This design comes from an exercise in tuning for small area on the open sky130 flow, not from production work.
Where RTL was checked, it was by simulation tests only, not by an equivalence proof against the original.
The RTL of runs 3 to 6 was laid out without a check of its function.
Power figures rest on the tool's default switching activity, not on a simulated workload.

<file path="flow/constraint.sdc">
create_clock -name core_clock -period 10.0 [get_ports {clk}]
set_input_delay 2.0000 -clock core_clock [delete_from_list [all_inputs] [get_ports {clk}]]
set_output_delay 2.0000 -clock core_clock [all_outputs]
set_load 0.01 [all_outputs]
</file>
<file path="flow/standard.sh">
#!/bin/bash
# synth_recipe.tcl (not shown) runs the flow's synth.tcl, then flattens the netlist and writes it again
# the make line also repeats each setting of config.mk as NAME=value (left out here)
make -C /OpenROAD-flow-scripts/flow DESIGN_CONFIG=/design/flow/config.mk WORK_HOME=/design/flow/orfs CLKGATE_MAP_FILE= SYNTH_SCRIPT=/design/flow/synth_recipe.tcl "${@:-finish}"
</file>
<file path="flow/config.mk">
export PLATFORM = sky130hd
export DESIGN_NAME = impl_top
export DESIGN_NICKNAME = impl_top
export VERILOG_FILES = /design/flow/design.v
export SDC_FILE = /design/flow/constraint.sdc
export NUM_CORES = 4
export LEC_CHECK = 0
export CAP_MARGIN = 20
export CORE_MARGIN = 2
export CORE_UTILIZATION = 65
export SLEW_MARGIN = 20
</file>
<file path="flow/flow/run.sh">
#!/bin/bash
# The standard ORFS flow (the standard.sh, standard synthesis unchanged)
# with two changes: port buffers use the smallest buffer cell, and the clock
# tree is built from clkbuf_4 cells in small sink clusters, without dummy loads.
set -euo pipefail
bash standard.sh \
  "BUFFER_PORTS_ARGS=-buffer_cell sky130_fd_sc_hd__buf_1" \
  "CTS_ARGS=-sink_clustering_enable -repair_clock_nets -dont_use_dummy_load -buf_list sky130_fd_sc_hd__clkbuf_4 -sink_clustering_size 8 -sink_clustering_max_diameter 60" \
  finish > flow.log 2>&1
</file>
<file path="flow/design.v">
module impl_top (
input               clk     ,
input               sw_0    ,
input   wire        uart_rxd,
output  wire        uart_txd,
output  wire [7:0]  led,
output  wire uart_rx_break,
output  wire uart_rx_valid,
output  wire uart_tx_busy,
output  wire uart_rx_fe,
output  wire uart_rx_pe,
output  wire [10:0] uart_rx_data,
output  wire [199:0] sbus_frame,
output  wire sbus_frame_valid
);
wire rst = !sw_0;
reg rxd_0, rxd_1;
always @(posedge clk) begin
    if (rst) begin
        rxd_0 <= 1'b1;
        rxd_1 <= 1'b1;
    end else begin
        rxd_0 <= uart_rxd;
        rxd_1 <= rxd_0;
    end
end
reg [8:0] r_cnt;
reg [3:0] r_ph;
wire r_idle = r_ph == 4'd0;
wire r_stop = r_ph == 4'd14;
wire r_c500 = r_cnt == 9'd500;
wire r_c250 = r_cnt == 9'd250;
wire r_valid = r_stop && r_c250;
always @(posedge clk) begin
    if (rst || r_idle || r_c500 || r_valid)
        r_cnt <= 9'd0;
    else
        r_cnt <= r_cnt + 1'b1;
end
always @(posedge clk) begin
    if (rst)
        r_ph <= 4'd0;
    else if (r_idle) begin
        if (!rxd_1) r_ph <= 4'd1;
    end else if (r_ph == 4'd13)
        r_ph <= 4'd14;
    else if (r_stop) begin
        if (r_c250) r_ph <= 4'd0;
    end else if (r_c500)
        r_ph <= r_ph + 1'b1;
end
reg [10:0] r_sr;
always @(posedge clk) begin
    if (r_c250 && !r_stop)
        r_sr <= {rxd_1, r_sr[10:1]};
end
reg r_sel;
always @(posedge clk) begin
    r_sel <= sw_0 && r_stop;
end
reg seen;
always @(posedge clk) begin
    if (rst)
        seen <= 1'b0;
    else if (r_valid)
        seen <= 1'b1;
end
reg [10:0] d_reg;
always @(posedge clk) begin
    if (rst)
        d_reg <= 11'h0F0;
    else if (r_valid)
        d_reg <= r_sr;
end
assign uart_rx_data = r_sel ? r_sr
                            : {d_reg[10:8], d_reg[7:4] & {4{seen}}, d_reg[3:0]};
assign led = d_reg[7:0];
assign uart_rx_valid = r_valid;
assign uart_rx_break = r_valid && ~|r_sr;
assign uart_rx_pe = ^uart_rx_data[8:0];
assign uart_rx_fe = ~&uart_rx_data[10:9];
reg [8:0] t_cnt;
reg [3:0] t_ph;
wire t_idle = t_ph == 4'd0;
wire t_c500 = t_cnt == 9'd500;
always @(posedge clk) begin
    if (rst || t_c500)
        t_cnt <= 9'd0;
    else
        t_cnt <= t_cnt + !t_idle;
end
always @(posedge clk) begin
    if (rst)
        t_ph <= 4'd0;
    else if (t_idle) begin
        if (r_valid) t_ph <= 4'd1;
    end else if (t_ph == 4'd13)
        t_ph <= 4'd14;
    else if (t_ph == 4'd14)
        t_ph <= 4'd0;
    else if (t_c500)
        t_ph <= t_ph + 1'b1;
end
reg t_bit;
always @(*) begin
    case (t_ph)
        4'd2 : t_bit = d_reg[0];
        4'd3 : t_bit = d_reg[1];
        4'd4 : t_bit = d_reg[2];
        4'd5 : t_bit = d_reg[3];
        4'd6 : t_bit = d_reg[4];
        4'd7 : t_bit = d_reg[5];
        4'd8 : t_bit = d_reg[6];
        4'd9 : t_bit = d_reg[7];
        4'd10: t_bit = d_reg[8];
        4'd11: t_bit = d_reg[9];
        4'd12: t_bit = d_reg[10];
        4'd13: t_bit = d_reg[10];
        4'd1 : t_bit = 1'b0;
        default: t_bit = 1'b1;
    endcase
end
reg txd_reg;
always @(posedge clk) begin
    if (rst)
        txd_reg <= 1'b1;
    else
        txd_reg <= t_bit;
end
assign uart_txd = txd_reg;
assign uart_tx_busy = !t_idle;
wire [183:0] w_n;     
reg         w_hdr;    
reg [183:0] f_n;      
reg         f_cap;    
reg         f_vld_n;
wire [7:0] w_in_n = ~{d_reg[7:1], d_reg[0] | !seen};
reg [22:0]  w0_n;     
reg [160:0] wx_n;     
always @(posedge clk or negedge sw_0) begin
    if (!sw_0)
        w0_n <= 23'd0;
    else if (r_valid)
        w0_n <= {w_in_n[0], w0_n[22:1]};
end
always @(posedge clk) begin
    if (r_valid)
        wx_n <= {w_in_n[7:1], wx_n[160:7]};
end
genvar k;
generate
    for (k = 0; k < 23; k = k + 1) begin : g_win
        assign w_n[8*k+7:8*k] = {wx_n[7*k+6:7*k], w0_n[k]};
    end
endgenerate
always @(posedge clk) begin
    if (rst)
        w_hdr <= 1'b0;
    else if (r_valid)
        w_hdr <= w_n[7:0] == 8'h0F;
end
wire match = w_hdr && d_reg[7:0] == 8'h00;
always @(posedge clk) begin
    if (match)
        f_n <= w_n;
end
always @(posedge clk) begin
    if (rst) begin
        f_cap   <= 1'b0;
        f_vld_n <= 1'b1;
    end else begin
        f_cap   <= f_cap | match;
        f_vld_n <= !match;
    end
end
assign sbus_frame = {{8{!f_cap}}, ~(f_n & {184{f_cap}}), 4'hF, {4{!f_cap}}};
assign sbus_frame_valid = f_vld_n;
endmodule
</file>
==> impl_metrics.ini, run 1 <==
[cts]
htree_num_levels = 2
cts_resized = 0
cts_tree = yes
clkSinkCount = 424
clk_latency_ps = 660
root_buffer = clkbuf_4
numCtsBuffers = 58
post-cts-setup-buffer-count = 0
cts.path.max_buffers = 3
clk_pin_slew_worst_paths_ps = 90
cts_hold_buf = 0

[worst_setup_path]
arrival_ps = 3290
critPathRequiredTime_ps = 8000
crit_fanout = 132
start_kind = register
cp-end-kind = output port
crit_type = reg -> out

[sta]
fmax_mhz = 189
fin_skew_ps = 20.8
worstMarginPinSlew_ps = 970
period_needed_ps = 5290
rsz0062_at_grt = no
setup_ws_ps = 4710
hold_violations = 0
slew_headroom_pct = 35.1
fin_tns_setup_ps = 0
setup_viol = 0
drv_slew = 0
finalHoldWorstSlack_ps = 416
period_share_pct = 52.9

[status]
status = finished clean

[placement]
post-place-ws_ps = 5320
routabilityCongestion = 0.832
io_buffers = 224
dp_hpwl_um = 15500

[power_and_ir_drop]
vdd_drop_max_v = 0.000110
p_switching_uw = 523
p_leak_uw = 0.00452
seqPwrFrac_pct = 70.3
power.internal_uw = 2180
pwr-share-comb_pct = 1.8
p_per_area_mw_per_mm2 = 166
swShare_pct = 19.4
clockPowerShare_pct = 27.9

[global_routing]
overflow = 0
grt_max_degree = 184
track_usage_pct = 20.7
grt_pass1_wl_um = 38400
grt_pass1_vias = 7264
antenna_found_initial = 1

[floorplan]
num_rows = 55
start_util_pct = 66.0
chipHeight_um = 155
dieWidth_um = 155
dieArea_mm2 = 0.0242
ios = 229
coreArea_mm2 = 0.0226

[layout]
drive_gt1_share_pct = 6.90
biggestRegsByFlops = f_n (184), wx_n (161), w0_n (23)
multi_input_area_mm2 = 0.00237
seqCellArea_mm2 = 0.0122
area_delta_synth_final_pct = 9.28
nets = 1198
regMostFlops = f_n
largest_reg_flops = 184
n_fill_cell = 1489

[synth]
synth_edf_count = 356
synthFlopType = edfxtp_1
avgSynthCellArea_um2 = 15.5
yosysSeqAreaShare_pct = 81.6
yosys-top-cells-count = edfxtp_1, nand2_1, dfxtp_1
synthArstFlopShare_pct = 5.42
synth_area_leaders = edfxtp_1, nand2_1, dfxtp_1, dfrtp_1, buf_4
syn_inst = 960
syn_area_mm2 = 0.0149
synth_top_cell_by_area = edfxtp_1
yosysWarnings = 1
synth_cell_types = 57
synth-seq-cells = 424
synthMostInstantiatedCell = edfxtp_1
synth_top_area_share_pct = 71.7

[detailed_routing]
wire_per_inst_um = 17.0
routed_wl_um = 25100
route.detailed.drc = 0
num_vias = 7887
avgViaCountPerCell = 5.35
drtIter0Drc = 706
antenna_left = 0
drtPass1Iterations = 5

[flow_run]
maxCapViolations = 0

[worst_hold_path]
holdCritPathClass = reg -> reg
-- power by group through the flow --
stage	Sequential, uW	Combinational, uW	Clock, uW
6_report	1900	48.7	754
5_1_grt	1900	53.5	845
4_1_cts	1900	48.2	784
3_5_place_dp	1940	48.1	0
3_3_place_gp	1940	47.3	0
2_1_floorplan	1930	44.5	0
-- cell families (layout without fill, tap and decap cells) --
kind of cell | after synthesis | count (layout) | share of synthesized area, %
flops | 424 | 424 | 81.6
simple gates | 373 | 373 | 10.5
compound gates | 52 | 52 | 2.59
buf+inv | 78 | 303 | 2.70
fa+ha+maj | 5 | 5 | 0.420
mux | 8 | 8 | 0.755
other cells | 1 | 5 | 0.0252
xor+xnor | 19 | 19 | 1.41
-- cells in the final DEF (no fill, tap or decap), types with 3 or more instances in the layout --
cell type	netlist	layout
nand2b_1	3	3
buf_4	24	3
dfxtp_1	45	44
buf_1	3	223
mux2_2	6	6
o21a_1	4	4
and3_1	5	5
xnor2_1	9	9
and2_1	4	4
and4_1	4	4
o211ai_1	6	6
nand4_1	4	4
conb_1	1	4
clkbuf_4	0	58
xor2_1	7	7
nand2_1	294	294
or3_1	3	3
nor4_1	7	6
nor3_1	3	3
a21boi_0	11	11
edfxtp_1	356	356
dfrtp_1	23	23
inv_1	17	16
nand3_1	9	8
o21ai_0	9	9
ha_1	5	5
nor2_1	26	26
-- layout make-up --
class                   count  share of cell area (%)
well taps                 285                    2.19
inverters                  17                   0.438
clock buffers              58                    2.67
diodes                      1                  0.0154
multi-input cells         461                    14.5
repair buffers            228                    5.43
flip-flops and latches    424                    74.7
-- worst max-delay path, cell delays in order (launching register included) --
cell	delay (ps)
dfxtp_1	340
inv_1	80
ha_1	140
and4bb_2	300
nand3_2	590
inv_8	890
buf_1	230
-- path summary, 6_finish.rpt --
path | slack (ps) | cells past startpoint | start | end
worst min-delay path | 420 | 1 | rxd_0 | rxd_1
worst max-delay path | 4710 | 6 | r_cnt[0] | uart_rx_valid
max in group asynchronous | 8120 | 2 | sw_0 | w0_n[4]
min in group asynchronous | 1460 | 2 | sw_0 | w0_n[11]
worst max register to register | 6290 | 8 | r_cnt[0] | w_hdr
worst min register to register | 420 | 1 | rxd_0 | rxd_1
-- per-layer routing --
layer | wire (um) | vias up | global-route usage, %
met5 | 0 | - | 0
met4 | 480 | 0 | 6.07
met3 | 1550 | 43 | 3.84
met2 | 12100 | 291 | 33.0
met1 | 11000 | 3744 | 30.0
li1 | - | 3809 | -
-- stage by stage --
| stage | power [uW] | cells | util (%) | area (um2) |
|---|---|---|---|---|
| finish | 2700 | 1474 | 72.2 | 16300 |
| global route | 2800 | 1474 | 72.2 | 16300 |
| CTS | 2730 | 1473 | 72.2 | 16300 |
| detailed placement | 1990 | 1415 | 70.2 | 15900 |
| global placement | 1980 | 1415 | 70.2 | 15900 |
| floorplan | 1980 | 963 | - | 14900 |
==> inputs of run 2 (changes only) <==
--- a/flow/config.mk
+++ b/flow/config.mk
@@ -9,3 +9,3 @@
 export CORE_MARGIN = 2
-export CORE_UTILIZATION = 65
+export CORE_UTILIZATION = 40
 export SLEW_MARGIN = 20
==> run 2 against run 1 <==
Compared with the run above:
- still clean on timing, DRC and antenna
- critical path depth unchanged
- fmax rose by 0.69%
- register-to-register slack better by 100 ps
- combinational power is 4% lower
- synthesized cell count stayed put
- design area grew 1.5%
- clock-buffer cell count up 1
- largest cell class unchanged
==> impl_metrics.ini, run 2 <==
[synth]
syn_area_mm2 = 0.0149
yosysSeqAreaShare_pct = 81.6
synth_cell_types = 57
synth_edf_count = 356
synth-seq-cells = 424
yosys-top-cells-count = edfxtp_1, nand2_1, dfxtp_1
synthArstFlopShare_pct = 5.42
avgSynthCellArea_um2 = 15.5
synth_top_area_share_pct = 71.7
synth_top_cell_by_area = edfxtp_1
synthFlopType = edfxtp_1
synthMostInstantiatedCell = edfxtp_1
syn_inst = 960
synth_area_leaders = edfxtp_1, nand2_1, dfxtp_1, dfrtp_1, buf_4
yosysWarnings = 1

[worst_setup_path]
crit_fanout = 89
slowest_stage = inv_8
ff2ff_setup_slack_ps = 6390
worstPathCellList = inv_1, ha_1, and4bb_2, nand3_2, inv_8, buf_1
cp_top_family = buffers and inverters
slowest_delay_ps = 750
r2r_cells = 6
arrival_ps = 3260
start_kind = register
cp-end-kind = output port
r2r_end = wx_n[3]
crit_type = reg -> out
critPathRequiredTime_ps = 8000
worstReg2RegStart = r_cnt[0]
worst-path-buf-inv = 3

[sta]
fin_tns_setup_ps = 0
hold_violations = 0
slew_headroom_pct = 26.9
worstMarginPinSlew_ps = 1100
fin_skew_ps = 72.3
fmax_mhz = 190
setup_viol = 0
period_needed_ps = 5260
drv_slew = 0
finalHoldWorstSlack_ps = 389
rsz0062_at_grt = no
period_share_pct = 52.6

[layout]
biggestRegsByFlops = f_n (184), wx_n (161), w0_n (23)
mostFrequentLayoutCells = edfxtp_1, nand2_1, buf_1, clkbuf_4, dfxtp_1
regMostFlops = f_n
nets = 1200
drive_gt1_share_pct = 7.06
area_delta_synth_final_pct = 10.9
layout_commonest_cell = edfxtp_1
largest_reg_flops = 184

[cts]
post-cts-setup-buffer-count = 0
clk_latency_ps = 720
clkSinkCount = 424
cts_hold_buf = 0
htree_num_levels = 2
cts_resized = 0
numCtsBuffers = 59
cts_tree = yes
root_buffer = clkbuf_4
cts.path.max_buffers = 3
clk_pin_slew_worst_paths_ps = 90

[global_routing]
grt_pass1_vias = 7668
grt_pass1_wl_um = 43500
antenna_found_initial = 2
grt_max_degree = 186
overflow = 0
track_usage_pct = 14.5

[flow_run]
maxCapViolations = 0

[power_and_ir_drop]
p_leak_uw = 0.00453
p_per_area_mw_per_mm2 = 166
vdd_drop_max_v = 0.0000848

[placement]
io_buffers = 224
dp_hpwl_um = 17700
routabilityCongestion = 0.778

[worst_hold_path]
hold_path_end = wx_n[148]
holdPathStages = 0
holdCritPathClass = reg -> reg
worstHoldStart = wx_n[155]

[floorplan]
dieWidth_um = 197
num_rows = 70
chipHeight_um = 197
dieArea_mm2 = 0.0388
coreArea_mm2 = 0.0367
start_util_pct = 40.6
ios = 229

[detailed_routing]
antenna_left = 0
route.detailed.drc = 0
wire_per_inst_um = 17.1
drtIter0Drc = 561
num_vias = 7944
drtPass1Iterations = 5
avgViaCountPerCell = 4.79
routed_wl_um = 28400

[status]
status = finished clean
==> run 2: cell counts after synthesis <==
Identical to the previous run, type by type.
==> run 2: worst max-delay path by stage <==
stage / to / from / cells past startpoint / slack [ps]
floorplan: f_n[0] / d_reg[5] / 3 / 3100
global placement: uart_rx_valid / r_cnt[0] / 6 / 5500
detailed placement: uart_rx_valid / r_cnt[0] / 6 / 5440
CTS: uart_rx_valid / r_cnt[0] / 6 / 4590
global route: uart_rx_valid / r_cnt[0] / 6 / 4410
finish: uart_rx_valid / r_cnt[0] / 6 / 4740
==> run 2: cell type report <==
type,instances,area (um2)
timing repair buffer,229,892
multi-input combinational,461,2370
tap,468,586
fill,3346,20200
antenna,1,2.50
sequential,424,12200
inverter,17,71.3
clock buffer,59,443
==> run 2: logic make-up (layout without fill, tap and decap cells) <==
group           Yosys count  after routing  synth area share (%)
flops                   424            424                  81.6
simple gates            373            373                  10.5
buf+inv                  78            305                  2.70
compound gates           52             52                  2.59
xor+xnor                 19             19                  1.41
mux                       8              8                 0.755
fa+ha+maj                 5              5                 0.420
other cells               1              5                0.0252
==> run 2: worst register-to-register path: stages (launching register included) <==
cell and delay (ps):
dfxtp_1 350, inv_1 90, ha_1 150, and4bb_2 310
nand3_2 600, inv_8 780, buf_4 840
==> run 2: stage by stage <==
stage / util, % / cells / setup slack (ps) / cell area, um2 / total power, uW
global placement: 43.8 / 1599 / 5500 / 16100 / 1980
finish: 45.0 / 1659 / 4740 / 16500 / 2740
global route: 45.0 / 1659 / 4410 / 16500 / 2860
detailed placement: 43.8 / 1599 / 5440 / 16100 / 1980
CTS: 45.0 / 1658 / 4590 / 16500 / 2780
floorplan: - / 963 / 3100 / 14900 / 1980
==> run 2: routing by layer <==
metal / vias up / global-route usage (%) / part of all wire [%]
li1: 3819 / - / -
met1: 3855 / 20.0 / 45
met2: 230 / 23.3 / 48
met3: 40 / 3.19 / 5.7
met4: 0 / 4.48 / 1.7
met5: - / 0 / 0
==> run 2: power by group <==
group / internal, uW / switching [uW]
Combinational: 21.7 / 25.0
Sequential: 1890 / 7.72
Clock: 269 / 522
Total: 2180 / 555
==> inputs of run 3 (changes only) <==
--- a/flow/design.v
+++ b/flow/design.v
@@ -26,3 +26,3 @@
 end
-reg [8:0] r_cnt;
+reg [9:0] r_cnt;
 reg [3:0] r_ph;
@@ -30,4 +30,4 @@
 wire r_stop = r_ph == 4'd14;
-wire r_c500 = r_cnt == 9'd500;
-wire r_c250 = r_cnt == 9'd250;
+wire r_c500 = r_cnt == 10'd500;
+wire r_c250 = r_cnt == 10'd250;
 wire r_valid = r_stop && r_c250;
@@ -35,3 +35,3 @@
     if (rst || r_idle || r_c500 || r_valid)
-        r_cnt <= 9'd0;
+        r_cnt <= 10'd0;
     else
@@ -81,9 +81,9 @@
 assign uart_rx_fe = ~&uart_rx_data[10:9];
-reg [8:0] t_cnt;
+reg [9:0] t_cnt;
 reg [3:0] t_ph;
 wire t_idle = t_ph == 4'd0;
-wire t_c500 = t_cnt == 9'd500;
+wire t_c500 = t_cnt == 10'd500;
 always @(posedge clk) begin
     if (rst || t_c500)
-        t_cnt <= 9'd0;
+        t_cnt <= 10'd0;
     else
==> flow/run.sh (new file) <==
#!/bin/bash
# synth_recipe.tcl (not shown) runs the flow's synth.tcl, then flattens the netlist and writes it again
# the make line also repeats each setting of config.mk as NAME=value (left out here)
make -C /OpenROAD-flow-scripts/flow DESIGN_CONFIG=/design/flow/config.mk WORK_HOME=/design/flow/orfs CLKGATE_MAP_FILE= SYNTH_SCRIPT=/design/flow/synth_recipe.tcl finish
removed: flow/flow/run.sh
removed: flow/standard.sh
==> run 3 against run 2 <==
Compared with the run above:
- clock power increased by 87%
- sequential cell count increased by 2
- clock-buffer cell count rose by 1
- clock skew is 58 ps lower
- largest power group unchanged
- highest routed layer unchanged
==> impl_metrics.ini, run 3 <==
[cts]
cts_resized = 0
cts_tree = yes
clk_pin_slew_worst_paths_ps = 60
cts_hold_buf = 0
numCtsBuffers = 43
clk_latency_ps = 530
cts.path.max_buffers = 3
post-cts-setup-buffer-count = 0
root_buffer = clkbuf_16
htree_num_levels = 2
clkSinkCount = 426

[placement]
io_buffers = 224
dp_hpwl_um = 17500
routabilityCongestion = 0.794
post-place-ws_ps = 5120

[detailed_routing]
num_vias = 8081
drtPass1Iterations = 5
routed_wl_um = 28800
route.detailed.drc = 0
wire_per_inst_um = 17.0
drtIter0Drc = 612
antenna_left = 0
avgViaCountPerCell = 4.76

[global_routing]
grt_max_degree = 187
antenna_found_initial = 0
grt_pass1_wl_um = 44200
overflow = 0
track_usage_pct = 14.6
grt_pass1_vias = 7894

[synth]
synth-seq-cells = 426
avgSynthCellArea_um2 = 15.3
synth_top_area_share_pct = 71.3
syn_area_mm2 = 0.0150
synth_area_leaders = edfxtp_1, nand2_1, dfxtp_1, dfrtp_1, buf_4
synthFlopType = edfxtp_1
synthArstFlopShare_pct = 5.40
synth-adder-area-share_pct = 0.417
syn_inst = 983
yosys-top-cells-count = edfxtp_1, nand2_1, dfxtp_1
yosysWarnings = 1
synthSimpleGateAreaFrac_pct = 10.8
synth_cell_types = 56
synth_compound_area_share_pct = 2.23
muxShareOfSynthArea_pct = 0.843
synth_top_family_by_area = simple AND/OR/NAND/NOR gates
yosysSeqAreaShare_pct = 81.4
synth_edf_count = 356
synth_top_cell_by_area = edfxtp_1
synthMostInstantiatedCell = edfxtp_1
synth_xor_area_share_pct = 1.43

[layout]
nets = 1205
n_fill_cell = 3095
n_antenna_cell = 0
largest_reg_flops = 184
drive_gt1_share_pct = 6.90
mostFrequentLayoutCells = edfxtp_1, nand2_1, clkdlybuf4s50_1, dfxtp_1, clkbuf_16
regMostFlops = f_n
area_delta_synth_final_pct = 26.2
biggestRegsByFlops = f_n (184), wx_n (161), w0_n (23)
layout_commonest_cell = edfxtp_1

[worst_setup_path]
slowest_delay_ps = 640
slowest_stage = and3_4
worstReg2RegStart = r_cnt[0]
cp-end-kind = output port
crit_type = reg -> out
r2r_cells = 6
critPathRequiredTime_ps = 8000
crit_start = r_cnt[0]
crit_fanout = 43
ff2ff_setup_slack_ps = 7070
start_kind = register
arrival_ps = 3110
worstPathCellList = inv_1, ha_1, nand4bb_1, nor2_1, and3_4, and4_1, clkdlybuf4s50_1
r2r_end = wx_n[53]

[floorplan]
coreArea_mm2 = 0.0368
chipHeight_um = 198
dieArea_mm2 = 0.0391
dieWidth_um = 198
num_rows = 70
ios = 229
start_util_pct = 40.8

[worst_hold_path]
holdCritPathClass = reg -> reg
hold_path_end = rxd_1
holdPathStages = 1
worstHoldStart = rxd_0

[power_and_ir_drop]
power_uw = 3380
vdd_drop_max_v = 0.000106
p_per_area_mw_per_mm2 = 179
p_leak_uw = 0.00563

[sta]
period_needed_ps = 5110
fin_skew_ps = 14.4
drv_slew = 0
rsz0062_at_grt = no
fmax_mhz = 196
period_share_pct = 51.1
setup_viol = 0
slew_headroom_pct = 37.5
worstMarginPinSlew_ps = 938
setup_ws_ps = 4890
hold_violations = 0
fin_tns_setup_ps = 0

[status]
status = finished clean

[flow_run]
maxCapViolations = 0
==> run 3: per-stage QoR <==
step	utilization (%)	std cells	hold slack, ps	instance area, um2
2_1_floorplan	-	986	386	15000
3_3_place_gp	47.7	1618	395	17600
3_5_place_dp	47.7	1618	394	17600
4_1_cts	51.3	1697	408	18900
5_1_grt	51.4	1699	420	18900
6_report	51.4	1699	407	18900
==> run 3: worst max-delay path by stage <==
stage,slack (ps),to
2_1_floorplan,2520,uart_rx_break
3_3_place_gp,5180,sbus_frame[198]
3_5_place_dp,5120,sbus_frame[193]
4_1_cts,4530,sbus_frame[193]
5_1_grt,4680,uart_rx_break
6_report,4890,uart_rx_break
==> run 3: cell families after synthesis <==
logic type                 after synthesis
AOI/OAI and AO/OA                       48
xor gates and xnor gates                23
adders and majority gates                5
buffers and inverters                   85
DFF                                    426
muxes                                    9
other                                    1
and+or+nand+nor                        386
==> run 3: report_power, final <==
| group | internal (uW) | switching [uW] |
|---|---|---|
| registers | 1900 | 0.418 |
| logic | 2.28 | 6.00 |
| clock network | 840 | 638 |
| total | 2740 | 645 |
==> run 3: cell type report <==
cell class / instances / area, um2 / area share [%]
Clock inverter: 19 / 144 / 0.760
Sequential cell: 426 / 12200 / 64.5
Multi-Input combinational cell: 475 / 2400 / 12.7
Tap cell: 468 / 586 / 3.09
Clock buffer: 60 / 1160 / 6.13
Timing Repair Buffer: 233 / 2360 / 12.5
Inverter: 18 / 67.6 / 0.357
==> run 3: worst max-delay path: cells and delay by family (launching register included) <==
family / cells / cell delay (ps)
AND/OR/NAND/NOR: 4 / 1430
adder cells (fa/ha/maj): 1 / 150
buffers and inverters: 2 / 640
flip-flops: 1 / 350
==> run 3: layer usage <==
metal	global-route usage, %	share of wire, %
met5	0	0
met4	4.43	2.3
met1	20.7	46
met2	22.7	45
met3	3.19	6.5
==> inputs of run 4 (changes only) <==
--- a/flow/config.mk
+++ b/flow/config.mk
@@ -7,2 +7,3 @@
 export LEC_CHECK = 0
+export ABC_AREA = 1
 export CAP_MARGIN = 20
==> run 4 against run 3 <==
Compared with the run above:
- critical endpoint is now sbus_frame[196]
- largest cell class unchanged
- global-route usage increased by 0.56 points
- synthesized area up 0.82%
- fmax fell by 2.0%
- worst setup slack lost 100 ps
- still clean
==> impl_metrics.ini, run 4 <==
[status]
status = finished clean

[worst_hold_path]
hold_path_end = rxd_1
holdPathStages = 1
holdCritPathClass = reg -> reg
worstHoldStart = rxd_0

[power_and_ir_drop]
power_uw = 3650
p_per_area_mw_per_mm2 = 190
vdd_drop_max_v = 0.0000980
p_leak_uw = 0.00578

[cts]
cts_resized = 0
clkSinkCount = 426
htree_num_levels = 2
root_buffer = clkbuf_16
cts_tree = yes
clk_pin_slew_worst_paths_ps = 60
post-cts-setup-buffer-count = 0
cts.path.max_buffers = 3
numCtsBuffers = 43
cts_hold_buf = 0
clk_latency_ps = 530

[floorplan]
ios = 229
num_rows = 71
dieWidth_um = 198
start_util_pct = 40.3
dieArea_mm2 = 0.0394
chipHeight_um = 198
coreArea_mm2 = 0.0375

[synth]
synth_area_leaders = edfxtp_1, nand2_1, dfxtp_1, dfrtp_1, inv_1
yosys-top-cells-count = edfxtp_1, nand2_1, inv_1
synth-seq-cells = 426
synthArstFlopShare_pct = 5.40
synthFlopType = edfxtp_1
yosysWarnings = 1
synth_top_area_share_pct = 70.7
synth_edf_count = 356
synthMostInstantiatedCell = edfxtp_1
synth_top_cell_by_area = edfxtp_1
syn_area_mm2 = 0.0151
syn_inst = 1041
yosysSeqAreaShare_pct = 80.7
avgSynthCellArea_um2 = 14.5
synth_cell_types = 45

[placement]
dp_hpwl_um = 19100
routabilityCongestion = 0.819
io_buffers = 224
dpl.cell_count = 1729
place_area_mm2 = 0.0177

[sta]
setup_viol = 0
fin_tns_setup_ps = 0
period_needed_ps = 5220
fin_skew_ps = 20.3
worstMarginPinSlew_ps = 1100
fmax_mhz = 192
drv_slew = 0
slew_headroom_pct = 26.5
finalHoldWorstSlack_ps = 417
period_share_pct = 52.2
hold_violations = 0
rsz0062_at_grt = no

[worst_setup_path]
start_kind = register
r2r_end = wx_n[113]
arrival_ps = 3220
cp-end-kind = output port
ff2ff_setup_slack_ps = 6160
worstReg2RegStart = r_cnt[0]
r2r_cells = 8
crit_type = reg -> out
crit_fanout = 110
critPathRequiredTime_ps = 8000

[detailed_routing]
drtPass1Iterations = 4
num_vias = 8347
avgViaCountPerCell = 4.62
wire_per_inst_um = 16.6
route.detailed.drc = 0
antenna_left = 0
drtIter0Drc = 587
routed_wl_um = 29900

[global_routing]
grtUsageMet3_pct = 3.29
top_usage_layer = met2
grt_pass1_wl_um = 46000
grt_max_degree = 180
grt_pass1_vias = 8077
antenna_found_initial = 0
overflow = 0
use_met2_pct = 24.8
track_usage_pct = 15.1
grt_use_met1_pct = 20.5

[layout]
n_fill_cell = 3214
regMostFlops = f_n
mostFrequentLayoutCells = edfxtp_1, nand2_1, clkdlybuf4s50_1, inv_1, nor2_1
drive_gt1_share_pct = 8.18
nets = 1271
final_area_mm2 = 0.0192
layoutNonFillerInstCount = 1807
largest_reg_flops = 184
layout_commonest_cell = edfxtp_1
n_antenna_cell = 0
seqCellArea_mm2 = 0.0122
area_delta_synth_final_pct = 26.7
multi_input_area_mm2 = 0.00237
biggestRegsByFlops = f_n (184), wx_n (161), w0_n (23)

[flow_run]
maxCapViolations = 0
run 4: changes by cell type in the layout (fill, tap and decap cells not counted), moves of 8 or more:
cell	previous run	this run
a211oi_1	0	8
inv_1	18	55
nor2_1	38	51
xnor2_1	17	4
nand3_1	12	25
clkbuf_1	15	2
o21ai_0	9	35
a21boi_1	12	0
a21oi_1	3	12
run 4: report_power, final:
group	internal, uW	switching (uW)
clock network	946	651
registers	1910	12.0
logic	43.0	86.2
total	2900	749
run 4: worst max-delay path by stage:
| stage | from | end | slack, ps | cells past startpoint |
|---|---|---|---|---|
| after CTS | f_cap | sbus_frame[196] | 4560 | 3 |
| after floorplan | d_reg[6] | f_n[0] | 3120 | 3 |
| after global placement | f_cap | sbus_frame[1] | 5170 | 3 |
| after global routing | f_cap | sbus_frame[193] | 4400 | 3 |
| after detailed placement | f_cap | sbus_frame[196] | 5090 | 3 |
| final | f_cap | sbus_frame[196] | 4780 | 3 |
run 4: metal layers:
metal	routed length [um]	part of all wire, %
met5	0	0
met3	1860	6.2
met4	666	2.2
met2	14500	49
met1	12900	43
run 4: cell type report:
cell class	instances	share of cell area, %
inverters	60	1.21
clock inverters	33	1.73
flip-flops and latches	426	63.7
clock buffers	45	5.66
well taps	511	3.34
multi-input cells	503	12.4
repair buffers	229	11.9
run 4: worst max-delay path, stage by stage, from the launching register on:
cell and delay (ps):
dfxtp_4 860, buf_4 810, inv_1 410, clkdlybuf4s50_1 590
run 4: logic make-up (layout without fill, tap and decap cells):
kind of cell	after synthesis	in the layout	synth area share, %
buffers and inverters	115	367	3.77
flip-flops	426	426	80.7
adder cells (fa/ha/maj)	5	5	0.414
AO/OA/AOI/OAI	75	75	2.95
AND/OR/NAND/NOR	408	408	11.5
XOR/XNOR	11	11	0.637
other	1	4	0.0248
run 4: metrics by stage:
| stage | util [%] | setup WS, ps |
|---|---|---|
| 2_1_floorplan | - | 3120 |
| 3_3_place_gp | 47.3 | 5170 |
| 3_5_place_dp | 47.3 | 5090 |
| 4_1_cts | 51.1 | 4560 |
| 5_1_grt | 51.1 | 4400 |
| 6_report | 51.1 | 4780 |
==> inputs of run 5 (changes only) <==
==> flow/flow/run.sh (new file) <==
#!/bin/bash
# Standard ORFS flow with smaller port buffers and a lighter clock tree.
set -euo pipefail
bash standard.sh \
  "BUFFER_PORTS_ARGS=-buffer_cell sky130_fd_sc_hd__buf_1" \
  "CTS_ARGS=-sink_clustering_enable -repair_clock_nets -dont_use_dummy_load -buf_list {sky130_fd_sc_hd__clkbuf_2 sky130_fd_sc_hd__clkbuf_4 sky130_fd_sc_hd__clkbuf_8}" \
  finish > flow.log 2>&1
==> flow/standard.sh (new file) <==
#!/bin/bash
# synth_recipe.tcl (not shown) runs the flow's synth.tcl, then flattens the netlist and writes it again
# the make line also repeats each setting of config.mk as NAME=value (left out here)
make -C /OpenROAD-flow-scripts/flow DESIGN_CONFIG=/design/flow/config.mk WORK_HOME=/design/flow/orfs CLKGATE_MAP_FILE= SYNTH_SCRIPT=/design/flow/synth_recipe.tcl "${@:-finish}"
--- a/flow/config.mk
+++ b/flow/config.mk
@@ -7,3 +7,2 @@
 export LEC_CHECK = 0
-export ABC_AREA = 1
 export CAP_MARGIN = 20
removed: flow/run.sh
==> run 5 against run 4 <==
Compared with the run above:
- still clean
- wire length is 4.6% lower
- sequential power about the same
- register-to-register slack better by 210 ps
- critical endpoint is now uart_rx_break
- largest cell class unchanged
==> impl_metrics.ini, run 5 <==
[global_routing]
overflow = 0
grt_max_degree = 187
grt_pass1_vias = 7936
grt_pass1_wl_um = 43800
track_usage_pct = 14.7
antenna_found_initial = 0

[detailed_routing]
route.detailed.drc = 0
wire_per_inst_um = 16.9
drtPass1Iterations = 5
num_vias = 8161
antenna_left = 0
routed_wl_um = 28600
avgViaCountPerCell = 4.83
drtIter0Drc = 534

[layout]
mostFrequentLayoutCells = edfxtp_1, nand2_1, buf_1, clkbuf_8, dfxtp_1
biggestRegsByFlops = f_n (184), wx_n (161), w0_n (23)
largest_reg_flops = 184
final_core_util_pct = 46.6
nets = 1230
regMostFlops = f_n
area_delta_synth_final_pct = 14.3
drive_gt1_share_pct = 7.95
n_antenna_cell = 0
layout_commonest_cell = edfxtp_1

[synth]
synth_top_cell_by_area = edfxtp_1
syn_area_mm2 = 0.0150
synth_edf_count = 356
yosysSeqAreaShare_pct = 81.4
yosysWarnings = 1
synth_top_area_share_pct = 71.3
yosys-top-cells-count = edfxtp_1, nand2_1, dfxtp_1
synthFlopType = edfxtp_1
synthArstFlopShare_pct = 5.40
syn_inst = 983
synth_cell_types = 56
synthMostInstantiatedCell = edfxtp_1
avgSynthCellArea_um2 = 15.3
synth_area_leaders = edfxtp_1, nand2_1, dfxtp_1, dfrtp_1, buf_4
synth-seq-cells = 426

[sta]
fin_skew_ps = 57.7
worstMarginPinSlew_ps = 982
drv_slew = 0
finalHoldWorstSlack_ps = 409
period_share_pct = 56.0
fin_tns_setup_ps = 0
hold_violations = 0
setup_viol = 0
slew_headroom_pct = 34.5
rsz0062_at_grt = no
fmax_mhz = 178
period_needed_ps = 5600

[placement]
routabilityCongestion = 0.793
io_buffers = 224
dp_hpwl_um = 17300

[cts]
cts_resized = 0
cts_tree = yes
clk_pin_slew_worst_paths_ps = 50
root_buffer = clkbuf_8
htree_num_levels = 3
cts_hold_buf = 0
post-cts-setup-buffer-count = 0
numCtsBuffers = 69
clk_latency_ps = 590
clkSinkCount = 426
cts.path.max_buffers = 3

[flow_run]
maxCapViolations = 0

[power_and_ir_drop]
power_uw = 3090
seqPwrFrac_pct = 61.4
pwr-share-comb_pct = 0.3
power.internal_uw = 2510
p_leak_uw = 0.00477
swShare_pct = 18.9
p_switching_uw = 584
p_per_area_mw_per_mm2 = 180
vdd_drop_max_v = 0.0000941
clockPowerShare_pct = 38.3

[worst_setup_path]
slowest_stage = and3_4
cp-end-kind = output port
slowest_delay_ps = 720
worstPathCellList = inv_1, ha_1, nand4bb_1, nor2_1, and3_4, buf_4, and4_1, buf_1
arrival_ps = 3600
critPathRequiredTime_ps = 8000
start_kind = register
crit_type = reg -> out
crit_fanout = 56

[floorplan]
chipHeight_um = 198
start_util_pct = 40.8
ios = 229
dieArea_mm2 = 0.0391
num_rows = 70
coreArea_mm2 = 0.0368
dieWidth_um = 198

[status]
status = finished clean

[worst_hold_path]
holdCritPathClass = reg -> reg
[run 5: changes by cell type in the layout (fill, tap and decap cells not counted), sizes merged, moves of 15 or more]
cell / delta
buf: +225
clkdlybuf4s50: -223
o21ai: -30
clkinv: -19
inv: -45
nor2: -16
nand3: -15
clkbuf: +25
[run 5: per-stage QoR]
| stage | cells | setup WS, ps | cell area [um2] |
|---|---|---|---|
| after floorplan | 986 | 2520 | 15000 |
| after global placement | 1618 | 4950 | 16200 |
| after detailed placement | 1618 | 4900 | 16200 |
| after CTS | 1687 | 4270 | 17100 |
| after global routing | 1688 | 3990 | 17100 |
| final | 1688 | 4400 | 17100 |
[run 5: final cells by class]
type,instances,area [um2]
Tap cell,468,586
Inverter,18,67.6
Sequential cell,426,12200
Fill cell,3287,19600
Multi-Input combinational cell,475,2400
Timing Repair Buffer,232,935
Clock buffer,69,950
[run 5: path summary, 6_finish.rpt]
| path | start | endpoint | slack (ps) | cells past startpoint |
|---|---|---|---|---|
| worst max-delay path | r_cnt[0] | uart_rx_break | 4400 | 8 |
| max in group asynchronous | sw_0 | w0_n[5] | 8010 | 2 |
| worst max register to register | r_cnt[0] | wx_n[132] | 6370 | 7 |
| worst min-delay path | rxd_0 | rxd_1 | 410 | 1 |
| worst min register to register | rxd_0 | rxd_1 | 410 | 1 |
| min in group asynchronous | sw_0 | w0_n[15] | 1550 | 2 |
[run 5: cells by family (layout without fill, tap and decap cells)]
family / count (synthesis) / in the layout / share of synthesized area (%)
DFF: 426 / 426 / 81.4
and+or+nand+nor: 386 / 386 / 10.8
buffers and inverters: 85 / 319 / 2.88
AOI/OAI and AO/OA: 48 / 48 / 2.23
xor gates and xnor gates: 23 / 23 / 1.43
muxes: 9 / 9 / 0.843
adders and majority gates: 5 / 5 / 0.417
other: 1 / 4 / 0.0250
[run 5: critical path, delay by kind of cell (launching register included)]
family	cells	cell delay [ps]
buffers and inverters	3	940
flip-flops	1	340
adder cells (fa/ha/maj)	1	140
AND/OR/NAND/NOR	4	1510
[run 5: power by group through the flow]
stage	clock, uW	sequential (uW)	combinational, uW
3_3_place_gp	0	1930	8.25
6_report	1190	1900	8.19
3_5_place_dp	0	1930	8.43
5_1_grt	1320	1900	9.51
4_1_cts	1250	1900	8.49
2_1_floorplan	0	1930	5.85
[run 5: metal layers]
| metal | track usage, % | wire (um) | vias to the layer above |
|---|---|---|---|
| met4 | 5.49 | 466 | 0 |
| met5 | 0 | 0 | - |
| li1 | - | - | 3860 |
| met2 | 22.5 | 13200 | 325 |
| met1 | 20.2 | 12700 | 3942 |
| met3 | 3.86 | 2190 | 34 |
==> inputs of run 6 (changes only) <==
--- a/flow/design.v
+++ b/flow/design.v
@@ -18,11 +18,6 @@
 always @(posedge clk) begin
-    if (rst) begin
-        rxd_0 <= 1'b1;
-        rxd_1 <= 1'b1;
-    end else begin
-        rxd_0 <= uart_rxd;
-        rxd_1 <= rxd_0;
-    end
+    rxd_0 <= uart_rxd | rst;
+    rxd_1 <= rxd_0;
 end
-reg [9:0] r_cnt;
+reg [8:0] r_cnt;
 reg [3:0] r_ph;
@@ -30,10 +25,10 @@
 wire r_stop = r_ph == 4'd14;
-wire r_c500 = r_cnt == 10'd500;
-wire r_c250 = r_cnt == 10'd250;
+wire r_c500 = r_cnt == 9'd67;
+wire r_c250 = r_cnt == 9'd358;
 wire r_valid = r_stop && r_c250;
 always @(posedge clk) begin
-    if (rst || r_idle || r_c500 || r_valid)
-        r_cnt <= 10'd0;
+    if (r_idle || r_c500 || r_valid)
+        r_cnt <= 9'd0;
     else
-        r_cnt <= r_cnt + 1'b1;
+        r_cnt <= {r_cnt[7:0], ~(r_cnt[8] ^ r_cnt[4])};
 end
@@ -58,3 +53,3 @@
 always @(posedge clk) begin
-    r_sel <= sw_0 && r_stop;
+    r_sel <= r_stop;
 end
@@ -81,11 +76,11 @@
 assign uart_rx_fe = ~&uart_rx_data[10:9];
-reg [9:0] t_cnt;
+reg [8:0] t_cnt;
 reg [3:0] t_ph;
 wire t_idle = t_ph == 4'd0;
-wire t_c500 = t_cnt == 10'd500;
+wire t_c500 = t_cnt == 9'd67;
 always @(posedge clk) begin
-    if (rst || t_c500)
-        t_cnt <= 10'd0;
+    if (t_c500)
+        t_cnt <= 9'd0;
     else
-        t_cnt <= t_cnt + !t_idle;
+        t_cnt <= t_idle ? {7'd0, seen, seen} : {t_cnt[7:0], ~(t_cnt[8] ^ t_cnt[4])};
 end
@@ -124,6 +119,3 @@
 always @(posedge clk) begin
-    if (rst)
-        txd_reg <= 1'b1;
-    else
-        txd_reg <= t_bit;
+    txd_reg <= t_bit;
 end
@@ -167,9 +159,9 @@
 always @(posedge clk) begin
-    if (rst) begin
-        f_cap   <= 1'b0;
-        f_vld_n <= 1'b1;
-    end else begin
-        f_cap   <= f_cap | match;
-        f_vld_n <= !match;
-    end
+    if (rst)
+        f_cap <= 1'b0;
+    else
+        f_cap <= f_cap | match;
+end
+always @(posedge clk) begin
+    f_vld_n <= !match;
 end
==> flow/flow/run.sh (replaced) <==
#!/bin/bash
# The standard ORFS flow (the standard.sh, standard synthesis unchanged)
# with two changes: port buffers use the smallest buffer cell, and the clock
# tree is built from clkbuf_4 cells in small sink clusters, without dummy loads.
set -euo pipefail
bash standard.sh \
  "BUFFER_PORTS_ARGS=-buffer_cell sky130_fd_sc_hd__buf_1" \
  "CTS_ARGS=-sink_clustering_enable -repair_clock_nets -dont_use_dummy_load -buf_list sky130_fd_sc_hd__clkbuf_4 -sink_clustering_size 10 -sink_clustering_max_diameter 60" \
  finish > flow.log 2>&1
--- a/flow/config.mk
+++ b/flow/config.mk
@@ -9,3 +9,3 @@
 export CORE_MARGIN = 2
-export CORE_UTILIZATION = 40
+export CORE_UTILIZATION = 65
 export SLEW_MARGIN = 20
==> run 6 against run 5 <==
Compared with the run above:
- largest cell class unchanged
- clock skew is 8.9 ps lower
- global-route usage grew 6.2 points
- clock power decreased by 41%
- synthesized cell count shrank 7.0%
- first-iteration DRC count is 12% higher
- still clean
- wire length is 13% lower
- highest routed layer unchanged
- worst hold slack got worse by 56 ps
- die area fell by 39%
- cell count down 17%
==> impl_metrics.ini, run 6 <==
[placement]
place_area_mm2 = 0.0155
post-place-ws_ps = 5320
dp_hpwl_um = 15000
io_buffers = 224
routabilityCongestion = 0.764
dpl.cell_count = 1359

[power_and_ir_drop]
p_leak_uw = 0.00441
p_switching_uw = 516
swShare_pct = 19.5
clockPowerShare_pct = 26.7
power.internal_uw = 2130
vdd_drop_max_v = 0.000109
pwr-share-comb_pct = 1.5
seqPwrFrac_pct = 71.9
power_uw = 2650
p_per_area_mw_per_mm2 = 166

[cts]
clkSinkCount = 424
cts.path.max_buffers = 3
cts_hold_buf = 0
cts_tree = yes
numCtsBuffers = 48
htree_num_levels = 2
clk_pin_slew_worst_paths_ps = 120
root_buffer = clkbuf_4
post-cts-setup-buffer-count = 0
clk_latency_ps = 660
cts_resized = 0

[layout]
biggestRegsByFlops = f_n (184), wx_n (161), w0_n (23)
layout_commonest_cell = edfxtp_1
n_fill_cell = 1439
nets = 1133
area_delta_synth_final_pct = 9.06
largest_reg_flops = 184
drive_gt1_share_pct = 6.83
layoutNonFillerInstCount = 1409
regMostFlops = f_n
seqCellArea_mm2 = 0.0122
final_area_mm2 = 0.0159
mostFrequentLayoutCells = edfxtp_1, nand2_1, buf_1, clkbuf_4, dfxtp_1
multi_input_area_mm2 = 0.00207

[sta]
slew_headroom_pct = 26.1
setup_ws_ps = 4690
worstMarginPinSlew_ps = 1110
period_needed_ps = 5310
rsz0062_at_grt = no
fin_skew_ps = 48.8
drv_slew = 0
fmax_mhz = 188
fin_tns_setup_ps = 0
hold_violations = 0
period_share_pct = 53.1
setup_viol = 0

[synth]
synth-seq-cells = 424
synth_compound_area_share_pct = 2.18
synth_xor_area_share_pct = 0.669
synth_area_leaders = edfxtp_1, nand2_1, dfxtp_1, dfrtp_1, buf_4
synth_top_family_by_area = simple AND/OR/NAND/NOR gates
synth_top_area_share_pct = 73.3
syn_area_mm2 = 0.0146
muxShareOfSynthArea_pct = 0.917
synthSimpleGateAreaFrac_pct = 10.2
synth-adder-area-share_pct = 0
synth_edf_count = 356
synthArstFlopShare_pct = 5.42
synthMostInstantiatedCell = edfxtp_1
yosysWarnings = 1
avgSynthCellArea_um2 = 16.0
syn_inst = 914
yosysSeqAreaShare_pct = 83.4
synthFlopType = edfxtp_1
synth_top_cell_by_area = edfxtp_1
yosys-top-cells-count = edfxtp_1, nand2_1, dfxtp_1
synth_cell_types = 51

[floorplan]
dieArea_mm2 = 0.0237
start_util_pct = 66.5
num_rows = 54
chipHeight_um = 154
ios = 229
dieWidth_um = 154
coreArea_mm2 = 0.0220

[worst_setup_path]
crit_type = reg -> out
worstReg2RegStart = r_ph[1]
r2r_cells = 5
crit_fanout = 125
r2r_end = wx_n[48]
critPathRequiredTime_ps = 8000
start_kind = register
arrival_ps = 3310
ff2ff_setup_slack_ps = 6270
cp-end-kind = output port

[detailed_routing]
routed_wl_um = 25000
wire_per_inst_um = 17.7
drtPass1Iterations = 5
drtIter0Drc = 598
num_vias = 7564
avgViaCountPerCell = 5.37
route.detailed.drc = 0
antenna_left = 0

[global_routing]
grt_pass1_wl_um = 38400
grt_pass1_vias = 7259
grt_max_degree = 187
antenna_found_initial = 1
overflow = 0
track_usage_pct = 20.9

[flow_run]
maxCapViolations = 0

[worst_hold_path]
hold_path_end = rxd_1
holdCritPathClass = reg -> reg
worstHoldStart = rxd_0
holdPathStages = 0

[status]
status = finished clean
## run 6: changes by cell type after synthesis, moves of 8 or more
cell / delta
a21boi_0: +9
nand3_1: -8
nor2_1: -34
xnor2_1: -14
nand2_1: -11
a21boi_1: -12
## run 6: how the worst max path moves through the flow
stage                    endpoint  depth (start not counted)     from
detailed placement  uart_rx_valid                          5  r_ph[1]
global route        uart_rx_valid                          5  r_ph[1]
global placement    uart_rx_valid                          5  r_ph[1]
floorplan           uart_rx_valid                          6  r_ph[0]
finish              uart_rx_valid                          5  r_ph[1]
CTS                 uart_rx_valid                          5  r_ph[1]
## run 6: cell type report
cell class / instances / share of cell area, %
flip-flops and latches: 424 / 76.5
multi-input cells: 415 / 13.0
repair buffers: 229 / 5.73
clock buffers: 48 / 2.26
well taps: 280 / 2.20
inverters: 12 / 0.330
diodes: 1 / 0.0157
## run 6: cell families (layout without fill, tap and decap cells)
kind of cell / count (synthesis) / after routing
xor+xnor: 8 / 8
compound gates: 47 / 47
other cells: 1 / 5
mux: 9 / 9
simple gates: 347 / 347
flops: 424 / 424
buf+inv: 78 / 289
## run 6: stage by stage
step / hold WS (ps) / util [%]
after global routing: 352 / 72.5
after global placement: 314 / 70.7
after CTS: 339 / 72.3
after detailed placement: 322 / 70.7
final: 354 / 72.5
after floorplan: 310 / -
## run 6: critical path: stages (launching register included)
cell and delay (ps):
dfxtp_1 500, and4b_1 310, nand4_1 520, buf_4 470
inv_8 600, buf_1 210
## run 6: power by group through the flow
stage / Clock, uW / Sequential (uW) / Combinational (uW)
final: 705 / 1900 / 38.4
after CTS: 733 / 1900 / 38.6
after global placement: 0 / 1940 / 36.0
after detailed placement: 0 / 1940 / 38.6
after global routing: 790 / 1900 / 42.8
after floorplan: 0 / 1930 / 37.8
## run 6: per-layer routing
layer	track usage, %	part of all wire, %	vias to the layer above
li1	-	-	3627
met1	29.3	44	3636
met2	33.2	47	268
met3	5.47	7.7	33
met4	6.14	2.1	0
met5	0	0	-
==> inputs of run 7 (changes only) <==
--- a/flow/design.v
+++ b/flow/design.v
@@ -24,3 +24,3 @@
 wire r_idle = r_ph == 4'd0;
-wire r_stop = r_ph == 4'd14;
+wire r_stop = r_ph == 4'd13;
 wire r_c500 = r_cnt == 9'd67;
@@ -34,13 +34,8 @@
 end
+wire r_adv = (r_idle && !rxd_1) || r_c500;
 always @(posedge clk) begin
-    if (rst)
+    if (rst || r_valid)
         r_ph <= 4'd0;
-    else if (r_idle) begin
-        if (!rxd_1) r_ph <= 4'd1;
-    end else if (r_ph == 4'd13)
-        r_ph <= 4'd14;
-    else if (r_stop) begin
-        if (r_c250) r_ph <= 4'd0;
-    end else if (r_c500)
-        r_ph <= r_ph + 1'b1;
+    else
+        r_ph <= r_ph + r_adv;
 end
@@ -53,3 +48,3 @@
 always @(posedge clk) begin
-    r_sel <= r_stop;
+    r_sel <= r_stop && r_cnt != 9'd0;
 end
@@ -62,11 +57,17 @@
 end
-reg [10:0] d_reg;
+reg [7:0] d_lo;      
+reg [2:0] d_hi;
 always @(posedge clk) begin
     if (rst)
-        d_reg <= 11'h0F0;
+        d_lo <= 8'hF0;
     else if (r_valid)
-        d_reg <= r_sr;
+        d_lo <= r_sr[7:0];
 end
+always @(posedge clk) begin
+    if (r_valid)
+        d_hi <= r_sr[10:8];
+end
+wire [10:0] d_reg = {d_hi, d_lo};
 assign uart_rx_data = r_sel ? r_sr
-                            : {d_reg[10:8], d_reg[7:4] & {4{seen}}, d_reg[3:0]};
+                            : {d_reg[10:4] & {7{seen}}, d_reg[3:0]};
 assign led = d_reg[7:0];
@@ -86,13 +87,9 @@
 end
+wire t_tail = t_ph == 4'd13;
+wire t_adv = (t_idle && r_valid) || t_c500;
 always @(posedge clk) begin
-    if (rst)
+    if (rst || (t_tail && t_cnt[0]))
         t_ph <= 4'd0;
-    else if (t_idle) begin
-        if (r_valid) t_ph <= 4'd1;
-    end else if (t_ph == 4'd13)
-        t_ph <= 4'd14;
-    else if (t_ph == 4'd14)
-        t_ph <= 4'd0;
-    else if (t_c500)
-        t_ph <= t_ph + 1'b1;
+    else
+        t_ph <= t_ph + t_adv;
 end
@@ -112,3 +109,3 @@
         4'd12: t_bit = d_reg[10];
-        4'd13: t_bit = d_reg[10];
+        4'd13: t_bit = d_reg[10] | t_cnt[0];
         4'd1 : t_bit = 1'b0;
--- a/flow/config.mk
+++ b/flow/config.mk
@@ -9,3 +9,3 @@
 export CORE_MARGIN = 2
-export CORE_UTILIZATION = 65
+export CORE_UTILIZATION = 80
 export SLEW_MARGIN = 20
==> run 7 against run 6 <==
Compared with the run above:
- still clean on timing, DRC and antenna
- clock-buffer cell count stayed put
- first-iteration DRC count grew 35%
- design area decreased by 0.85%
- synthesized cell count shrank 2.2%
- clock skew is 37 ps higher
- worst hold slack got worse by 6.7 ps
- die area fell by 19%
- critical path type unchanged
- highest routed layer unchanged
==> impl_metrics.ini, run 7 <==
[worst_setup_path]
arrival_ps = 3140
slowest_stage = buf_4
crit_fanout = 83
critPathRequiredTime_ps = 8000
start_kind = register
worst-path-buf-inv = 2
worstPathCellList = nand4b_1, or2_2, nor3_4, buf_4, and4_1, buf_1
cp_top_family = simple AND/OR/NAND/NOR gates
cp-end-kind = output port
slowest_delay_ps = 780
crit_type = reg -> out

[cts]
htree_num_levels = 2
numCtsBuffers = 48
root_buffer = clkbuf_4
post-cts-setup-buffer-count = 0
cts_resized = 0
clk_pin_slew_worst_paths_ps = 100
cts_hold_buf = 0
clk_latency_ps = 670
cts.path.max_buffers = 3
clkSinkCount = 424
cts_tree = yes

[layout]
area_delta_synth_final_pct = 9.27
final_area_mm2 = 0.0158
biggestRegsByFlops = f_n (184), wx_n (161), w0_n (23)
n_fill_cell = 742
final_core_util_pct = 88.5
n_antenna_cell = 0
multi_input_area_mm2 = 0.00198
nets = 1134
seqCellArea_mm2 = 0.0122
mostFrequentLayoutCells = edfxtp_1, nand2_1, buf_1, clkbuf_4, dfxtp_1
regMostFlops = f_n
largest_reg_flops = 184
layout_commonest_cell = edfxtp_1
drive_gt1_share_pct = 5.96

[floorplan]
coreArea_mm2 = 0.0178
ios = 229
num_rows = 49
chipHeight_um = 138
start_util_pct = 81.0
dieWidth_um = 138
dieArea_mm2 = 0.0191

[synth]
syn_inst = 894
syn_area_mm2 = 0.0144
synth-seq-cells = 424
muxShareOfSynthArea_pct = 0.364
yosysWarnings = 1
synth_cell_types = 46
avgSynthCellArea_um2 = 16.2
synth_top_family_by_area = simple AND/OR/NAND/NOR gates
synth_xor_area_share_pct = 0.953
yosysSeqAreaShare_pct = 84.4
synth_top_area_share_pct = 74.6
synthMostInstantiatedCell = edfxtp_1
synthFlopType = edfxtp_1
yosys-top-cells-count = edfxtp_1, nand2_1, dfxtp_1
synth_edf_count = 359
synth-adder-area-share_pct = 0.347
synth_compound_area_share_pct = 1.29
synth_top_cell_by_area = edfxtp_1
synthArstFlopShare_pct = 5.42
synthSimpleGateAreaFrac_pct = 10.4
synth_area_leaders = edfxtp_1, nand2_1, dfxtp_1, dfrtp_1, buf_4

[placement]
dp_hpwl_um = 17000
routabilityCongestion = 0.835
place_area_mm2 = 0.0154
io_buffers = 224

[global_routing]
grt_max_degree = 98
overflow = 0
track_usage_pct = 27.8
antenna_found_initial = 0
grt_pass1_vias = 7679
grt_pass1_wl_um = 41000

[power_and_ir_drop]
pwr-share-comb_pct = 0.4
seqPwrFrac_pct = 72.7
swShare_pct = 18.7
vdd_drop_max_v = 0.000121
clockPowerShare_pct = 26.9
power.internal_uw = 2110
p_leak_uw = 0.00440
p_per_area_mw_per_mm2 = 165
p_switching_uw = 487

[worst_hold_path]
holdCritPathClass = reg -> reg

[flow_run]
maxCapViolations = 0

[sta]
finalHoldWorstSlack_ps = 347
period_share_pct = 51.4
hold_violations = 0
period_needed_ps = 5140
fmax_mhz = 195
worstMarginPinSlew_ps = 1060
slew_headroom_pct = 29.2
rsz0062_at_grt = no
setup_viol = 0
fin_skew_ps = 86.3
fin_tns_setup_ps = 0
drv_slew = 0

[detailed_routing]
num_vias = 7806
drtIter0Drc = 805
routed_wl_um = 26500
antenna_left = 0
route.detailed.drc = 0
avgViaCountPerCell = 5.77
drtPass1Iterations = 7
wire_per_inst_um = 19.6

[status]
status = finished clean
## run 7: cell type report
type,instances,area share [%]
well taps,229,1.82
clock buffers,48,2.28
flip-flops and latches,424,77.3
inverters,12,0.285
repair buffers,232,5.74
multi-input cells,409,12.6
## run 7: worst reg2reg max path, stage by stage (launching register included)
cell	delay, ps
dfxtp_1	350
nand4b_1	260
or2_2	370
nor3_4	210
buf_4	780
buf_4	1050
## run 7: logic make-up (layout without fill, tap and decap cells)
kind of cell,count (synthesis),in the layout
buf+inv,64,292
simple gates,354,354
fa+ha+maj,4,4
compound gates,31,31
other cells,1,4
xor+xnor,11,11
mux,5,5
flops,424,424
## run 7: stage by stage
step	instances	power (uW)	setup WS [ps]
2_1_floorplan	897	1940	2490
3_3_place_gp	1306	1940	5570
3_5_place_dp	1306	1940	5520
4_1_cts	1354	2610	4800
5_1_grt	1354	2680	4640
6_report	1354	2600	4860
## run 7: final timing paths
| kind | slack (ps) | cells after the start | end | start |
|---|---|---|---|---|
| max | 4860 | 6 | uart_rx_break | r_cnt[0] |
| min | 350 | 0 | rxd_1 | rxd_0 |
| max reg2reg | 6480 | 5 | wx_n[130] | r_cnt[0] |
| min reg2reg | 350 | 0 | rxd_1 | rxd_0 |
| max in group asynchronous | 7990 | 1 | w0_n[16] | sw_0 |
| min in group asynchronous | 1430 | 1 | w0_n[14] | sw_0 |
## run 7: power by group through the flow
| stage | clock network (uW) | registers (uW) | logic, uW |
|---|---|---|---|
| after floorplan | 0 | 1930 | 7.84 |
| after global placement | 0 | 1930 | 9.07 |
| after detailed placement | 0 | 1930 | 9.75 |
| after CTS | 714 | 1890 | 9.75 |
| after global routing | 774 | 1890 | 11.1 |
| final | 700 | 1890 | 9.64 |
## run 7: metal layers
metal  track usage (%)  vias to the layer above  wire [um]
met5                 0                        -          0
met4              8.38                        0        688
met3              6.30                       57       2200
met2              46.6                      403      13500
met1              37.7                     3775      10100
li1                  -                     3571          -
==> inputs of run 8 (changes only) <==
--- a/flow/flow/run.sh
+++ b/flow/flow/run.sh
@@ -8,2 +8,3 @@
   "CTS_ARGS=-sink_clustering_enable -repair_clock_nets -dont_use_dummy_load -buf_list sky130_fd_sc_hd__clkbuf_4 -sink_clustering_size 10 -sink_clustering_max_diameter 60" \
+  "RECOVER_POWER=100" \
   finish > flow.log 2>&1
--- a/flow/config.mk
+++ b/flow/config.mk
@@ -9,3 +9,3 @@
 export CORE_MARGIN = 2
-export CORE_UTILIZATION = 80
+export CORE_UTILIZATION = 65
 export SLEW_MARGIN = 20
==> run 8 against run 7 <==
Compared with the run above:
- worst setup slack worse by 1700 ps
- total power down 0.24%
- critical endpoint is now sbus_frame[143]
- the layout now fails its checks (max-capacitance violations, max-slew violations)
- core utilization down 16 points
- first-iteration DRC count down 22%
==> impl_metrics.ini, run 8 <==
[status]
status = failed layout checks
violations = max-capacitance violations, max-slew violations

[sta]
drv_slew = 598
worstMarginPinSlew_ps = 3710
fin_skew_ps = 54.4
slew_headroom_pct = -147
period_needed_ps = 6870
fin_tns_setup_ps = 0
period_share_pct = 68.7
setup_ws_ps = 3130
setup_viol = 0
rsz0062_at_grt = no
hold_violations = 0
finalHoldWorstSlack_ps = 337
fmax_mhz = 146

[worst_setup_path]
start_kind = register
crit_fanout = 112
worstReg2RegStart = d_lo[3]
crit_type = reg -> out
r2r_cells = 5
ff2ff_setup_slack_ps = 3400
slowest_stage = dfxtp_1
worstPathCellList = clkbuf_2, nand2_1, buf_1
r2r_end = f_n[77]
arrival_ps = 4870
critPathRequiredTime_ps = 8000
cp-end-kind = output port
worst-path-buf-inv = 2
cp_top_family = flip-flops
slowest_delay_ps = 2060
crit_start = f_cap

[floorplan]
dieArea_mm2 = 0.0234
start_util_pct = 66.2
chipHeight_um = 153
num_rows = 54
coreArea_mm2 = 0.0218
dieWidth_um = 153
ios = 229

[synth]
synthMostInstantiatedCell = edfxtp_1
yosysWarnings = 1
avgSynthCellArea_um2 = 16.2
synthArstFlopShare_pct = 5.42
syn_area_mm2 = 0.0144
synth_cell_types = 46
synth-seq-cells = 424
synth_top_area_share_pct = 74.6
synthFlopType = edfxtp_1
synth_top_cell_by_area = edfxtp_1
yosys-top-cells-count = edfxtp_1, nand2_1, dfxtp_1
yosysSeqAreaShare_pct = 84.4
syn_inst = 894
synth_area_leaders = edfxtp_1, nand2_1, dfxtp_1, dfrtp_1, buf_4
synth_edf_count = 359

[layout]
mostFrequentLayoutCells = edfxtp_1, nand2_1, buf_1, clkbuf_4, dfxtp_1
multi_input_area_mm2 = 0.00194
seqCellArea_mm2 = 0.0122
n_fill_cell = 1398
nets = 1134
drive_gt1_share_pct = 4.62
regMostFlops = f_n
layout_commonest_cell = edfxtp_1
largest_reg_flops = 184
biggestRegsByFlops = f_n (184), wx_n (161), w0_n (23)
final_core_util_pct = 72.3
area_delta_synth_final_pct = 9.23

[cts]
root_buffer = clkbuf_4
cts_hold_buf = 0
cts.path.max_buffers = 3
cts_resized = 0
numCtsBuffers = 48
clkSinkCount = 424
cts_tree = yes
htree_num_levels = 2
clk_pin_slew_worst_paths_ps = 100
post-cts-setup-buffer-count = 0
clk_latency_ps = 670

[detailed_routing]
routed_wl_um = 24500
drtIter0Drc = 631
antenna_left = 0
drtPass1Iterations = 7
route.detailed.drc = 0
avgViaCountPerCell = 5.32
wire_per_inst_um = 17.4
num_vias = 7480

[worst_hold_path]
holdPathStages = 0
worstHoldStart = rxd_0
hold_path_end = rxd_1
holdCritPathClass = reg -> reg

[global_routing]
overflow = 0
grt_max_degree = 113
grt_pass1_wl_um = 38100
track_usage_pct = 20.7
grt_pass1_vias = 7211
antenna_found_initial = 1

[placement]
io_buffers = 224
routabilityCongestion = 0.842
dp_hpwl_um = 15200
post-place-ws_ps = 5790

[flow_run]
maxCapViolations = 10

[power_and_ir_drop]
vdd_drop_max_v = 0.000111
p_leak_uw = 0.00436
p_per_area_mw_per_mm2 = 164
-- run 8: cell counts after synthesis --
No cell type changed its count.
-- run 8: where the power goes --
| part | internal (uW) | switching, uW | total (uW) |
|---|---|---|---|
| combinational | 2.37 | 6.13 | 8.50 |
| clock | 222 | 474 | 695 |
| sequential | 1890 | 1.37 | 1890 |
-- run 8: worst max-delay path by stage --
stage               slack [ps]              end  cells after the start
finish                    3130  sbus_frame[143]                      3
global route              2550          f_n[83]                      5
CTS                       5070  sbus_frame[112]                      3
detailed placement        5790  sbus_frame[112]                      3
global placement          5850  sbus_frame[143]                      3
floorplan                 2490    uart_rx_break                      4
-- run 8: kinds of logic after synthesis --
logic type,count (synthesis),synth area share (%)
DFF,424,84.4
and+or+nand+nor,354,10.4
buffers and inverters,64,2.15
AOI/OAI and AO/OA,31,1.29
xor gates and xnor gates,11,0.953
muxes,5,0.364
adders and majority gates,4,0.347
other,1,0.0260
-- run 8: cell type report --
class	count	share of cell area, %
multi-input combinational	409	12.3
clock buffer	48	2.28
timing repair buffer	232	5.55
inverter	12	0.286
antenna	1	0.0159
sequential	424	77.3
tap	280	2.22
-- run 8: layer usage --
layer / global-route usage (%) / vias to the layer above / routed length [um]
met5: 0 / - / 0
met2: 32.8 / 256 / 11900
met4: 5.86 / 0 / 382
met1: 29.9 / 3609 / 10600
met3: 4.51 / 33 / 1600
li1: - / 3582 / -
-- run 8: stage by stage --
| step | power [uW] | cells | area, um2 |
|---|---|---|---|
| floorplan | 1940 | 897 | 14500 |
| global placement | 1940 | 1357 | 15500 |
| detailed placement | 1940 | 1357 | 15500 |
| CTS | 2630 | 1405 | 15800 |
| global route | 2690 | 1406 | 15800 |
| finish | 2590 | 1406 | 15800 |

[static timing again, ports no longer ideal]
The flow's constraints put no driver on any port. The routed layouts listed below were extracted and timed again, unchanged, in two steps.
Step 1, drivers: a clkbuf_16 drives clk and a buf_2 each remaining input, both assumed.
Step 2 moves the port delays by t, midway between the first and last clock arrival at a register: inputs arrive t later, outputs are due t later. That takes back most of the time a late clock gives input paths.
a / b / c = no drivers / after step 1 / after step 2; a / b = the first two.
| run | t (ns) | setup WS [ns] | clock arrival spread, ns |
|---|---|---|---|
| run 1 | 0.696 | 4.708 / 4.667 / 5.362 | 0.023 / 0.023 |
| run 2 | 0.729 | 4.744 / 4.700 / 5.429 | 0.072 / 0.072 |
| run 3 | 0.577 | 4.887 / 4.836 / 5.412 | 0.015 / 0.015 |
| run 4 | 0.571 | 4.783 / 4.730 / 5.301 | 0.021 / 0.021 |
| run 5 | 0.604 | 4.397 / 4.351 / 4.955 | 0.066 / 0.066 |
| run 6 | 0.682 | 4.693 / 4.650 / 5.332 | 0.049 / 0.049 |
| run 7 | 0.669 | 4.862 / 4.823 / 5.493 | 0.089 / 0.089 |
| run 8 | 0.677 | 3.130 / 3.089 / 3.400 | 0.064 / 0.064 |
